From an optimization exercise on the open Yosys and OpenROAD flow, aimed at small area, a short achievable clock period and few clock cycles; shortcuts taken in it are not production practice.
The RTL was checked by simulation tests, not by an equivalence proof against the original design.
No activity file was given, so power comes from the tool's default toggle rates.

==> flow/design.v <==
module ALUb
	(output wire [7:0] Result,
	 output wire [3:0] NZVC,
	 input  wire [7:0] A, B,
	 input  wire [3:0] op);
	wire is_sub = (op == 4'h3);
	wire is_inc = (op == 4'h6) | (op == 4'h7);
	wire is_dec = (op == 4'h8) | (op == 4'h9);
	wire is_add = (op == 4'h2) | (op == 4'hD);
	wire [7:0] opb = is_add ? B : is_sub ? ~B : {8{is_dec}};
	wire cin = is_sub | is_inc;
	wire [8:0] sum = {1'b0, A} + {1'b0, opb} + {8'd0, cin};
	wire arith = is_add | is_sub | is_inc | is_dec;
	reg [7:0] lr;
	always @(*) begin
		case (op[1:0])
			2'b00: lr = A & B;       
			2'b01: lr = A | B;       
			2'b10: lr = A ^ B;       
			default: lr = ~A;        
		endcase
		if (op == 4'hC) lr = ~A;  
	end
	assign Result = arith ? sum[7:0] : lr;
	wire c = arith & (sum[8] ^ (is_sub | is_dec));
	wire v = arith & (A[7] == opb[7]) & (sum[7] != A[7]);
	assign NZVC = {Result[7], Result == 8'd0, v, c};
endmodule
module cpu
	(output wire [7:0] address,
	 output wire [7:0] to_memory,
	 output wire write,
	 input  wire [7:0] from_memory,
	 input  wire clk, reset);
	localparam [3:0] S_OP = 4'd0, S_IMM = 4'd1, S_DLD = 4'd2, S_DST = 4'd3, S_BR = 4'd4,
	                 S_LD1 = 4'd5, S_LD2 = 4'd6, S_WR = 4'd7, S_HALT = 4'd8;
	reg [7:0] A, B, AR, RP;
	reg [3:0] F;           
	reg [3:0] irl;         
	reg [3:0] st;
	reg aluv, fast, cap, pv;
	wire [7:0] d = from_memory;
	assign address = AR;
	assign write = (st == S_WR);
	assign to_memory = irl[0] ? B : A;
	wire ar_io = &AR[7:5];
	wire rp_io = &RP[7:5];
	wire ar_fastok = ~ar_io & (AR[6:0] != 7'h7F) & (AR != 8'hDF);
	wire rp_fastok = ~rp_io & (RP[6:0] != 7'h7F) & (RP != 8'hDF);
	wire same_rg = (AR[7] == RP[7]) & (ar_io == rp_io);
	wire [7:0] ARinc = AR + 8'd1;
	wire [7:0] RPinc = RP + 8'd1;
	wire wants = (st == S_OP) | (st == S_IMM) | (st == S_DLD) | (st == S_DST) | (st == S_BR);
	wire avail = fast | cap | ar_io;
	wire consume = wants & avail;
	wire op_alu = (d[7:4] == 4'h4) & (d[3:0] >= 4'h2) & (d[3:0] <= 4'hD);
	wire op_imm = (d == 8'h86) | (d == 8'h88);
	wire op_dld = (d == 8'h87) | (d == 8'h89);
	wire op_dst = (d == 8'h96) | (d == 8'h97);
	wire op_br  = (d[7:4] == 4'h2) & (d[3:0] <= 4'h8);
	reg taken;
	always @(*) begin
		case (irl)
			4'h0: taken = 1'b1;
			4'h1: taken = F[3];
			4'h2: taken = ~F[3];
			4'h3: taken = F[2];
			4'h4: taken = ~F[2];
			4'h5: taken = F[1];
			4'h6: taken = ~F[1];
			4'h7: taken = F[0];
			default: taken = ~F[0];
		endcase
	end
	wire [7:0] alu_r;
	wire [3:0] alu_f;
	ALUb alu (.Result(alu_r), .NZVC(alu_f), .A(A), .B(B), .op(irl));
	wire alu_to_b = (irl == 4'h7) | (irl == 4'h9) | (irl == 4'hC) | (irl == 4'hD);
	wire ld_now = (st == S_IMM & consume) | (st == S_LD1 & ar_io) | (st == S_LD2);
	wire ld_b = (st == S_IMM) ? ~irl[1] : ~irl[1];
	wire ret = (st == S_WR) | (st == S_LD1 & ar_io) | (st == S_LD2);
	wire pv_eff = (st == S_WR) ? (pv & ~same_rg) : pv;
	always @(posedge clk or negedge reset) begin
		if (!reset) begin
			A <= 8'd0; B <= 8'd0; F <= 4'd0; AR <= 8'd0;
			st <= S_OP; aluv <= 1'b0; fast <= 1'b0; cap <= 1'b0;
		end else begin
			aluv <= 1'b0;
			if (aluv) begin
				F <= alu_f;
				if (alu_to_b) B <= alu_r; else A <= alu_r;
			end
			if (ld_now) begin
				if (ld_b) B <= d; else A <= d;
			end
			if (wants) begin
				if (fast | ~avail) begin
					AR <= ar_fastok ? ARinc : AR;
					fast <= ar_fastok;
					cap <= ~ar_fastok;
				end else begin
					AR <= ARinc;
					fast <= 1'b0;
					cap <= 1'b0;
				end
			end
			if (consume) begin
				case (st)
					S_OP: begin
						if (op_alu) aluv <= 1'b1;
						st <= op_alu ? S_OP : op_imm ? S_IMM : op_dld ? S_DLD :
						      op_dst ? S_DST : op_br ? S_BR : S_HALT;
					end
					S_IMM: st <= S_OP;
					S_DLD, S_DST: begin
						AR <= d;
						st <= (st == S_DLD) ? S_LD1 : S_WR;
					end
					S_BR: begin
						st <= S_OP;
						if (taken) begin
							AR <= d; fast <= 1'b0; cap <= 1'b0;
						end
					end
					default: ;
				endcase
			end
			if (st == S_LD1 && !ar_io) begin
				st <= S_LD2;
				if (same_rg) AR <= RP;
			end
			if (ret) begin
				st <= S_OP;
				AR <= (pv_eff & rp_fastok) ? RPinc : RP;
				fast <= pv_eff & rp_fastok;
				cap <= pv_eff & ~rp_fastok;
			end
		end
	end
	always @(posedge clk) begin
		if (consume && st == S_OP) irl <= d[3:0];
		if (consume && (st == S_DLD || st == S_DST)) begin
			RP <= fast ? AR : ARinc;
			pv <= fast;
		end
		if (st == S_LD1 && !ar_io && same_rg) pv <= 1'b1;
	end
endmodule
==> flow/run.sh <==
#!/bin/bash
# synth_recipe.tcl (not shown) runs the flow's synth.tcl, then flattens the netlist and writes it again
# the make line also repeats each setting of config.mk as NAME=value (left out here)
make -C /OpenROAD-flow-scripts/flow DESIGN_CONFIG=/design/flow/config.mk WORK_HOME=/design/flow/orfs CLKGATE_MAP_FILE= SYNTH_SCRIPT=/design/flow/synth_recipe.tcl finish
==> flow/config.mk <==
export PLATFORM = sky130hd
export DESIGN_NAME = cpu
export DESIGN_NICKNAME = cpu
export VERILOG_FILES = /design/flow/design.v
export SDC_FILE = /design/flow/constraint.sdc
export NUM_CORES = 4
export LEC_CHECK = 0
export ABC_CLOCK_PERIOD_IN_PS = 2500
export CAP_MARGIN = 20
export CORE_MARGIN = 2
export CORE_UTILIZATION = 40
export SLEW_MARGIN = 20
==> flow/constraint.sdc <==
create_clock -name core_clock -period 8.0 [get_ports {clk}]
set_input_delay 1.6000 -clock core_clock [delete_from_list [all_inputs] [get_ports {clk}]]
set_output_delay 1.6000 -clock core_clock [all_outputs]
set_load 0.01 [all_outputs]
==> flow_summary_export.csv, run 1 <==
group,metric,value,unit
placed_design,dpl_cell_area,0.00457,mm²
layout,nFillCells,1050,
synth,netlist_area,0.00427,mm²
cts,clockBufferDepth,2,
die,die_x,107,µm
timing,drv_slew,0,
route,dr.pass1.iters,4,
worst_hold_path,hold_depth,2,
status,status,"finished clean",
route,ant_nets,0,
layout,drive_gt1_share,4.76,%
worst_setup_path,rrSetupSlack,3.76,ns
worst_setup_path,critPathLaunch,"irl[1]$_DFFE_PP_",
die,coreArea,0.0103,mm²
cts,post_cts_buffers,0,
synth,synth_mux_area_share,5.77,%
placed_design,port_buffers,26,
worst_setup_path,arrival,4.43,ns
cts,cts_tree,"yes",
pwr,power.density,92.2,mW/mm²
synth,synth_compound_area_share,24.7,%
worst_setup_path,worstSetupPathType,"reg2reg",
cts,cts_hold_buf,0,
timing,hold_violations,0,
layout,syn2layout_area_growth,9.14,%
global_route,grt_pass1_vias,3812,
pwr,irDropWorstVdd,0.0000658,V
layout,layout_common_cells,"88 x nand2_1, 49 x nor2_1, 42 x o21ai_0",
synth,yosysWarnings,2,
pwr,p_seq_share,59.1,%
die,die_y,107,µm
cts,insertion_delay,0.30,ns
placed_design,routabilityCongestion,0.866,
pwr,power.internal,0.000324,W
worst_setup_path,cp_max_fo,21,
synth,synth_top_family_by_area,"compound AO/OA/AOI/OAI gates",
timing,rsz0062_at_grt,"false",
layout,antenna_cells,0,
global_route,grt_pass1_wl,18.9,mm
worst_setup_path,crit_required,8.20,ns
synth,synthAdderAreaFrac,8.26,%
synth,syn-num-nets,574,
pwr,power,0.000430,W
timing,worstMarginPinSlew,0.927,ns
route,viasPerCell,5.69,
synth,synthSimpleGateAreaFrac,21.9,%
pwr,switchingPower,0.000106,W
cts,clock_sinks,48,
pwr,power_leakage,1.90,nW
synth,syn_area_per_cell,7.95,µm²
worst_setup_path,startpoint_type,"register",
worst_setup_path,r2r_start,"irl[1]$_DFFE_PP_",
global_route,globalRoute.totalOverflow,0,
timing,fin_setup_tns,0,ns
cts,clockRootBuffer,"clkbuf_8",
worst_setup_path,crit_end,"B[6]$_DFF_PN0_",
route,routed_wl,11.2,mm
synth,ys_seq_area_share,29.4,%
global_route,use_met3,2.48,%
cts,cts_resized,0,
layout,nets,582,
route,vias,3883,
worst_setup_path,crit_path_end_kind,"register",
die,dieArea,0.0115,mm²
global_route,antenna_found_initial,0,
worst_hold_path,hold_path.class,"reg2reg",
die,start_util,41.4,%
route,drtIter0Drc,154,
timing,fin_skew,0.00610,ns
die,ioPinCount,27,
synth,ys.flop_type,"dfrtp_1",
global_route,grtUsageTotal,20.6,%
layout,design_area,0.00466,mm²
layout,mostFrequentLayoutCell,"nand2_1",
cts,cts.reportedPaths.clkPinSlew,0.09,ns
placed_design,dp_hpwl,8.38,mm
synth,synth_edf_count,12,
global_route,grtUsageMet1,27.6,%
timing,setup-violations-final,0,
die,rows,37,
synth,synth_cells,537,
worst_setup_path,reg2reg_depth,14,
global_route,use_met2,34.8,%
synth,synth.distinct_cells,69,
pwr,swShare,24.6,%
timing,fmax,0.236,GHz
worst_setup_path,r2r-end,"B[6]$_DFF_PN0_",
global_route,busiest_layer,"met2",
timing,max_slew_margin,38.2,%
timing,period_needed,4.24,ns
synth,synth_xor_area_share,4.31,%
global_route,grt_max_degree,44,
route,post_drt_wl_per_cell,16.4,µm
synth,async_flop_share,72.9,%
cts,cts_buffers,5,
timing,post-route-period-util,52.9,%
run,timing.max_cap.violations,0,
route,remaining_drc_errors,0,
pwr,comb_power_share,6.5,%
cts,htree_num_levels,2,
synth,ys_seq_elements,48,
pwr,p_clk_share,34.4,%
==> cell families (layout without fill, tap and decap cells) <==
logic type	count (synthesis)	count (layout)
AOI/OAI and AO/OA	164	164
xor gates and xnor gates	21	21
DFF	48	48
and+or+nand+nor	201	201
muxes	24	24
buffers and inverters	52	61
adders and majority gates	27	27
==> worst min-delay path by stage <==
stage                                start                to  slack (ns)
after CTS                 F[0]$_DFFE_PN0P_  F[0]$_DFFE_PN0P_        0.55
after floorplan           F[1]$_DFFE_PN0P_  F[1]$_DFFE_PN0P_        0.47
after global routing      F[1]$_DFFE_PN0P_  F[1]$_DFFE_PN0P_        0.59
final                      RP[1]$_DFFE_PP_   AR[1]$_DFF_PN0_        0.55
after global placement    F[0]$_DFFE_PN0P_  F[0]$_DFFE_PN0P_        0.51
after detailed placement  F[0]$_DFFE_PN0P_  F[0]$_DFFE_PN0P_        0.52
==> flip-flops by register name, indices dropped and copies added, names as in the netlist <==
register and count:
AR 8, B 8, pv 1, A 8
irl 4, F 4, fast 1, aluv 1
st 4, cap 1, RP 8
==> Yosys cell counts, drive strengths merged, types with 7 or more instances <==
cell type / number / share of area (%)
nor2: 50 / 4.5
edfxtp: 12 / 8.4
buf: 18 / 2.6
dfrtp: 35 / 21
clkbuf: 10 / 0.88
o22ai: 8 / 1.2
o2bb2ai: 7 / 1.4
inv: 24 / 2.1
nor2b: 11 / 1.6
mux2i: 19 / 4.5
a21oi: 37 / 4.7
or2: 7 / 1.0
xnor2: 11 / 2.3
ha: 25 / 7.3
a21o: 7 / 1.2
nor3: 7 / 0.82
xor2: 10 / 2.1
o21ai: 60 / 7.3
nand2: 88 / 7.7
==> layout make-up <==
type | count | area [µm²] | area share, %
Clock buffer | 5 | 68.8 | 1.48
Clock inverter | 3 | 17.5 | 0.376
Inverter | 24 | 90.1 | 1.93
Multi-Input combinational cell | 437 | 2780 | 59.5
Sequential cell | 48 | 1260 | 27.0
Tap cell | 136 | 170 | 3.65
Timing Repair Buffer | 29 | 283 | 6.07
==> layer usage <==
metal  wire, µm  vias up
li1           -     1922
met1       5140     1856
met2       5460       84
met3        339       21
met4        259        0
met5          0        -
==> per-stage QoR <==
stage | instances | hold slack, ns | setup WS, ns | util [%]
finish | 682 | 0.547 | 3.76 | 45.1
global route | 682 | 0.589 | 3.34 | 45.1
CTS | 682 | 0.547 | 3.76 | 45.1
detailed placement | 674 | 0.524 | 3.77 | 44.3
global placement | 674 | 0.515 | 3.86 | 44.3
floorplan | 537 | 0.468 | 4.52 | -
==> power groups by stage <==
stage          sequential (W)  clock (W)  combinational, W
6_report             0.000254   0.000148         0.0000279
5_1_grt              0.000255   0.000160         0.0000314
4_1_cts              0.000254   0.000152         0.0000283
3_5_place_dp         0.000259          0         0.0000282
3_3_place_gp         0.000259          0         0.0000271
2_1_floorplan        0.000258          0         0.0000119
==> worst max-delay path, stage by stage, from the launching register on <==
cell and delay (ns):
edfxtp_1 0.97, and2b_4 0.32, nor2b_1 0.46, a21oi_1 0.14, nor2_1 0.10, a21oi_1 0.07
fa_1 0.44, fa_1 0.39, nor2b_1 0.20, o31ai_1 0.11, a21oi_1 0.23, xor2_1 0.10
mux2i_1 0.21, o21ai_1 0.10, mux2_2 0.27
Testbench counts, summed over its fixed seeds: cycles 69,132.
==> inputs of run 2 (changes only) <==
--- a/flow/config.mk
+++ b/flow/config.mk
@@ -6,7 +6,7 @@
 export NUM_CORES = 4
 export LEC_CHECK = 0
-export ABC_CLOCK_PERIOD_IN_PS = 2500
 export CAP_MARGIN = 20
 export CORE_MARGIN = 2
 export CORE_UTILIZATION = 40
+export SETUP_SLACK_MARGIN = 5.0
 export SLEW_MARGIN = 20
==> flow_summary_export.csv, run 2 <==
group,metric,value,unit
status,status,"finished clean",
synth,netlist_area,0.00427,mm²
timing,hold_violations,0,
timing,setup_ws,4.74,ns
timing,post-route-period-util,40.8,%
route,post_drt_wl_per_cell,17.5,µm
layout,antenna_cells,0,
layout,drive_gt1_share,15.9,%
global_route,grt_max_degree,44,
layout,mostFrequentLayoutCell,"nand2_1",
die,coreArea,0.0103,mm²
die,die_y,107,µm
layout,syn2layout_area_growth,18.9,%
worst_setup_path,worstSetupPathType,"reg2reg",
global_route,grt_pass1_wl,19.9,mm
pwr,power_leakage,2.13,nW
synth,synth_edf_count,12,
cts,insertion_delay,0.32,ns
worst_setup_path,crit_required,8.21,ns
pwr,irDropWorstVdd,0.0000474,V
cts,cts_buffers,5,
die,rows,37,
synth,ys.flop_type,"dfrtp_1",
timing,worstMarginPinSlew,0.890,ns
synth,synth_top_cell_area_share,20.5,%
timing,whs,0.563,ns
worst_setup_path,cp_max_fo,3,
timing,setup-violations-final,0,
die,die_x,107,µm
timing,period_needed,3.26,ns
cts,htree_num_levels,2,
die,ioPinCount,27,
timing,fmax,0.306,GHz
placed_design,routabilityCongestion,0.835,
placed_design,dp_hpwl,8.28,mm
die,start_util,41.4,%
die,dieArea,0.0115,mm²
cts,clock_sinks,48,
synth,syn-num-nets,574,
synth,async_flop_share,72.9,%
synth,synth_common_cells,"88 x nand2_1, 49 x nor2_1, 42 x o21ai_0, 35 x a21oi_1, 35 x dfrtp_1",
cts,clockRootBuffer,"clkbuf_8",
synth,synth_cells,537,
route,dr.pass1.iters,4,
route,ant_nets,0,
worst_setup_path,crit_path_top_delay_cell,"edfxtp_1",
worst_setup_path,path_buf_inv,0,
layout,nets,610,
timing,max_slew_margin,40.7,%
layout,layout_common_cells,"87 x nand2_1, 49 x nor2_1, 35 x o21ai_0",
layout,nFillCells,995,
route,vias,4082,
cts,cts_tree,"yes",
synth,synth_area_leaders,"dfrtp_1 21%, edfxtp_1 8.4%, nand2_1 7.7%",
timing,rsz0062_at_grt,"true",
cts,cts_hold_buf,0,
timing,fin_setup_tns,0,ns
pwr,power.density,85.7,mW/mm²
worst_setup_path,startpoint_type,"register",
global_route,grtUsageTotal,22.1,%
cts,cts.reportedPaths.clkPinSlew,0.10,ns
placed_design,port_buffers,26,
synth,ys_seq_elements,48,
layout,fin_util,49.2,%
route,viasPerCell,5.75,
worst_setup_path,cp_common_cell,"a21oi_2",
route,remaining_drc_errors,0,
cts,clockBufferDepth,2,
timing,fin_skew,0.00535,ns
synth,synthMostInstantiatedCell,"nand2_1",
synth,synth.distinct_cells,69,
global_route,globalRoute.totalOverflow,0,
route,drtIter0Drc,270,
synth,yosysWarnings,2,
worst_setup_path,crit_chain,"and2b_4 -> nor2b_4 -> a21oi_2 -> nor2_1 -> a21oi_2 -> fa_2 -> fa_2 -> nor2b_4 -> o31ai_4 -> a21oi_2 -> xor2_1 -> mux2i_1 -> o21ai_1 -> mux2_4",
worst_setup_path,arrival,3.48,ns
synth,syn_area_per_cell,7.95,µm²
worst_setup_path,crit_path_end_kind,"register",
global_route,antenna_found_initial,0,
worst_hold_path,hold_path.class,"reg2reg",
global_route,grt_pass1_vias,3862,
route,routed_wl,12.4,mm
timing,drv_slew,0,
run,timing.max_cap.violations,0,
worst_setup_path,crit_family,"adder cells",
synth,synth_top_cell_by_area,"dfrtp_1",
worst_setup_path,critPathMaxStageDelay,0.44,ns
synth,ys_seq_area_share,29.4,%
placed_design,dp_slack,3.79,ns
## run 2: final timing paths
| kind | slack (ns) | to | start | cells past startpoint |
|---|---|---|---|---|
| max reg2reg | 4.74 | B[6]$_DFF_PN0_ | irl[3]$_DFFE_PP_ | 14 |
| min reg2reg | 0.56 | F[3]$_DFFE_PN0P_ | F[3]$_DFFE_PN0P_ | 2 |
| min | 0.56 | F[3]$_DFFE_PN0P_ | F[3]$_DFFE_PN0P_ | 2 |
| min in group asynchronous | 1.40 | st[2]$_DFFE_PN0P_ | reset | 1 |
| max | 4.74 | B[6]$_DFF_PN0_ | irl[3]$_DFFE_PP_ | 14 |
| max in group asynchronous | 5.99 | AR[0]$_DFF_PN0_ | reset | 1 |
## run 2: stage by stage
stage	power (W)	instances	area, µm²
floorplan	0.000270	537	4310
global placement	0.000286	672	4570
detailed placement	0.000287	672	4570
CTS	0.000438	702	4920
global route	0.000451	710	5080
finish	0.000435	710	5080
## run 2: worst register-to-register path, cell delays in order (launching register included)
cell,delay (ns)
edfxtp_1,0.44
and2b_4,0.27
nor2b_4,0.19
a21oi_2,0.07
nor2_1,0.14
a21oi_2,0.06
fa_2,0.41
fa_2,0.40
nor2b_4,0.18
o31ai_4,0.08
a21oi_2,0.19
xor2_1,0.09
mux2i_1,0.25
o21ai_1,0.10
mux2_4,0.27
## run 2: layer usage
layer | global-route usage [%] | wire length [µm] | vias to the layer above
met2 | 36.8 | 5960 | 128
met5 | 0 | 0 | -
li1 | - | - | 1985
met3 | 2.78 | 676 | 30
met4 | 9.18 | 402 | 0
met1 | 28.8 | 5370 | 1939
## run 2: power by group
group	internal [W]	total, W	switching [W]
clock network	0.0000606	0.000151	0.0000906
registers	0.000251	0.000254	0.00000278
logic	0.0000119	0.0000295	0.0000176
## run 2: cell type report
class,count,area (µm²),area share (%)
multi-input cells,438,2940,57.9
flip-flops and latches,48,1270,25.0
repair buffers,56,520,10.3
well taps,136,170,3.35
inverters,24,90.1,1.77
clock buffers,5,68.8,1.36
clock inverters,3,18.8,0.370
## run 2: kinds of logic after synthesis
logic type               after synthesis  share of synthesized area, %
adder cells (fa/ha/maj)               27                          8.26
XOR/XNOR                              21                          4.31
flip-flops                            48                          29.4
multiplexers                          24                          5.77
AO/OA/AOI/OAI                        164                          24.7
AND/OR/NAND/NOR                      201                          21.9
buffers and inverters                 52                          5.60
## run 2: timing repair
item | 4_1_cts | 5_1_grt
gates cloned | 1 | 1
gates resized for setup | 42 | 34
setup endpoints to repair | 36 | 29
buffers inserted | 21 | 7
pin swaps | 11 | 14
==> inputs of run 3 (changes only) <==
--- a/flow/config.mk
+++ b/flow/config.mk
@@ -9,4 +9,3 @@
 export CORE_MARGIN = 2
 export CORE_UTILIZATION = 40
-export SETUP_SLACK_MARGIN = 5.0
 export SLEW_MARGIN = 20
==> flow_summary_export.csv, run 3 <==
group,metric,value,unit
worst_setup_path,startpoint_type,"register",
synth,synth_cells,537,
timing,fin_setup_tns,0,ns
layout,antenna_cells,0,
timing,drv_slew,0,
timing,fmax,0.236,GHz
route,post_drt_wl_per_cell,16.4,µm
global_route,grt_pass1_wl,18.9,mm
layout,syn2layout_area_growth,9.14,%
route,viasPerCell,5.69,
pwr,irDropWorstVdd,0.0000658,V
die,die_x,107,µm
timing,hold_violations,0,
die,coreArea,0.0103,mm²
timing,period_needed,4.24,ns
worst_setup_path,critPathLaunch,"irl[1]$_DFFE_PP_",
die,start_util,41.4,%
global_route,antenna_found_initial,0,
worst_hold_path,worstHoldStart,"RP[1]$_DFFE_PP_",
pwr,swShare,24.6,%
layout,mostFrequentLayoutCell,"nand2_1",
timing,post-route-period-util,52.9,%
cts,cts.reportedPaths.clkPinSlew,0.09,ns
layout,nets,582,
cts,insertion_delay,0.30,ns
worst_setup_path,crit_required,8.20,ns
timing,worstMarginPinSlew,0.927,ns
synth,synth_edf_count,12,
synth,synth_top_cell_by_area,"dfrtp_1",
synth,async_flop_share,72.9,%
worst_setup_path,crit_path_end_kind,"register",
route,vias,3883,
synth,synth_common_cells,"88 x nand2_1, 49 x nor2_1, 42 x o21ai_0, 35 x a21oi_1, 35 x dfrtp_1",
synth,yosysWarnings,2,
cts,clockRootBuffer,"clkbuf_8",
pwr,power.internal,0.000324,W
pwr,comb_power_share,6.5,%
synth,syn_area_per_cell,7.95,µm²
die,die_y,107,µm
cts,clock_sinks,48,
synth,synth_top_cell_area_share,20.5,%
layout,drive_gt1_share,4.76,%
die,ioPinCount,27,
global_route,grt_pass1_vias,3812,
global_route,globalRoute.totalOverflow,0,
pwr,p_seq_share,59.1,%
pwr,switchingPower,0.000106,W
synth,synthMostInstantiatedCell,"nand2_1",
cts,post_cts_buffers,0,
layout,nFillCells,1050,
synth,syn-num-nets,574,
timing,rsz0062_at_grt,"false",
worst_setup_path,rrSetupSlack,3.76,ns
status,status,"finished clean",
run,timing.max_cap.violations,0,
global_route,grtUsageTotal,20.6,%
synth,netlist_area,0.00427,mm²
route,routed_wl,11.2,mm
route,drtIter0Drc,154,
worst_setup_path,cp_max_fo,21,
timing,max_slew_margin,38.2,%
die,dieArea,0.0115,mm²
placed_design,routabilityCongestion,0.866,
layout,fin_cells,682,
pwr,power.density,92.2,mW/mm²
worst_hold_path,hold_path.class,"reg2reg",
cts,htree_num_levels,2,
synth,ys.flop_type,"dfrtp_1",
worst_setup_path,r2r_start,"irl[1]$_DFFE_PP_",
synth,synth_area_leaders,"dfrtp_1 21%, edfxtp_1 8.4%, nand2_1 7.7%",
layout,layout_common_cells,"88 x nand2_1, 49 x nor2_1, 42 x o21ai_0",
worst_setup_path,worstSetupPathType,"reg2reg",
cts,cts_tree,"yes",
cts,cts_hold_buf,0,
placed_design,post-place-cells,674,
route,remaining_drc_errors,0,
placed_design,dp_hpwl,8.38,mm
route,dr.pass1.iters,4,
timing,setup-violations-final,0,
placed_design,port_buffers,26,
synth,ys_seq_area_share,29.4,%
route,ant_nets,0,
cts,cts_buffers,5,
cts,clockBufferDepth,2,
cts,cts_resized,0,
global_route,grt_max_degree,44,
synth,ys_seq_elements,48,
pwr,p_clk_share,34.4,%
timing,fin_skew,0.00610,ns
pwr,power_leakage,1.90,nW
synth,synth.distinct_cells,69,
worst_setup_path,arrival,4.43,ns
die,rows,37,
run 3: cell count changes in the layout (fill, tap and decap cells not counted), sizes merged, moves of 2 or more:
cell           previous run  this run
buf                      30         3
clkdlybuf4s50            12        26
clkbuf                   10         5
clkdlybuf4s15             4         0
dlygate4sd2               3         0
dlymetal6s2s              2         0
run 3: worst paths after layout:
check / endpoint / cells past startpoint
setup / recovery: B[6]$_DFF_PN0_ / 14
min in group asynchronous: cap$_DFF_PN0_ / 2
max in group asynchronous: AR[0]$_DFF_PN0_ / 2
setup reg to reg: B[6]$_DFF_PN0_ / 14
hold reg to reg: AR[1]$_DFF_PN0_ / 2
hold / removal: AR[1]$_DFF_PN0_ / 2
run 3: kinds of logic after synthesis:
group	count (synthesis)	share of synthesized area [%]
adder cells (fa/ha/maj)	27	8.26
buffers and inverters	52	5.60
multiplexers	24	5.77
AND/OR/NAND/NOR	201	21.9
XOR/XNOR	21	4.31
AO/OA/AOI/OAI	164	24.7
flip-flops	48	29.4
run 3: area by class of cell:
cell class | instances | area (µm²) | share of cell area (%)
timing repair buffer | 29 | 283 | 6.07
clock buffer | 5 | 68.8 | 1.48
sequential | 48 | 1260 | 27.0
tap | 136 | 170 | 3.65
multi-input combinational | 437 | 2780 | 59.5
clock inverter | 3 | 17.5 | 0.376
inverter | 24 | 90.1 | 1.93
run 3: stage by stage:
step	util, %	total power [W]	instance area (µm²)	hold WS, ns	setup WS [ns]
floorplan	-	0.000270	4270	0.468	4.52
global placement	44.3	0.000286	4570	0.515	3.86
detailed placement	44.3	0.000287	4570	0.524	3.77
CTS	45.1	0.000435	4660	0.547	3.76
global route	45.1	0.000446	4660	0.589	3.34
finish	45.1	0.000430	4660	0.547	3.76
run 3: routing by layer:
metal	global-route usage [%]	part of all wire (%)	vias up
li1	-	-	1922
met4	6.22	2.3	0
met2	34.8	49	84
met1	27.6	46	1856
met3	2.48	3.0	21
met5	0	0	-
run 3: critical path: stages, from the launching register on:
cell	delay, ns
edfxtp_1	0.97
and2b_4	0.32
nor2b_1	0.46
a21oi_1	0.14
nor2_1	0.10
a21oi_1	0.07
fa_1	0.44
fa_1	0.39
nor2b_1	0.20
o31ai_1	0.11
a21oi_1	0.23
xor2_1	0.10
mux2i_1	0.21
o21ai_1	0.10
mux2_2	0.27
run 3: power by group through the flow:
stage | combinational [W] | sequential [W] | clock, W
2_1_floorplan | 0.0000119 | 0.000258 | 0
3_3_place_gp | 0.0000271 | 0.000259 | 0
3_5_place_dp | 0.0000282 | 0.000259 | 0
4_1_cts | 0.0000283 | 0.000254 | 0.000152
5_1_grt | 0.0000314 | 0.000255 | 0.000160
6_report | 0.0000279 | 0.000254 | 0.000148

-- re-timing with driven ports --
How much do the figures lean on ideal ports? The routed layouts below were timed once more, with nothing changed but the port constraints. Step 1 assumes that a clkbuf_16 drives the clock port and a buf_2 every other input. Step 2, shift: input delay + t, output delay - t, t = (earliest + latest rising clock arrival at the registers) / 2. This alone moves slack from input paths to output paths. Slacks: no drivers / after step 1 / after step 2; pairs: no drivers / after step 1.
run	t, ns	slack for setup (ns)	pins driven straight from the clock port
run 1	0.334	3.764 / 3.764 / 3.764	1
run 2	0.343	4.735 / 4.735 / 4.735	1
run 3	0.334	3.764 / 3.764 / 3.764	1
After both steps setup and hold are still met in every run listed.
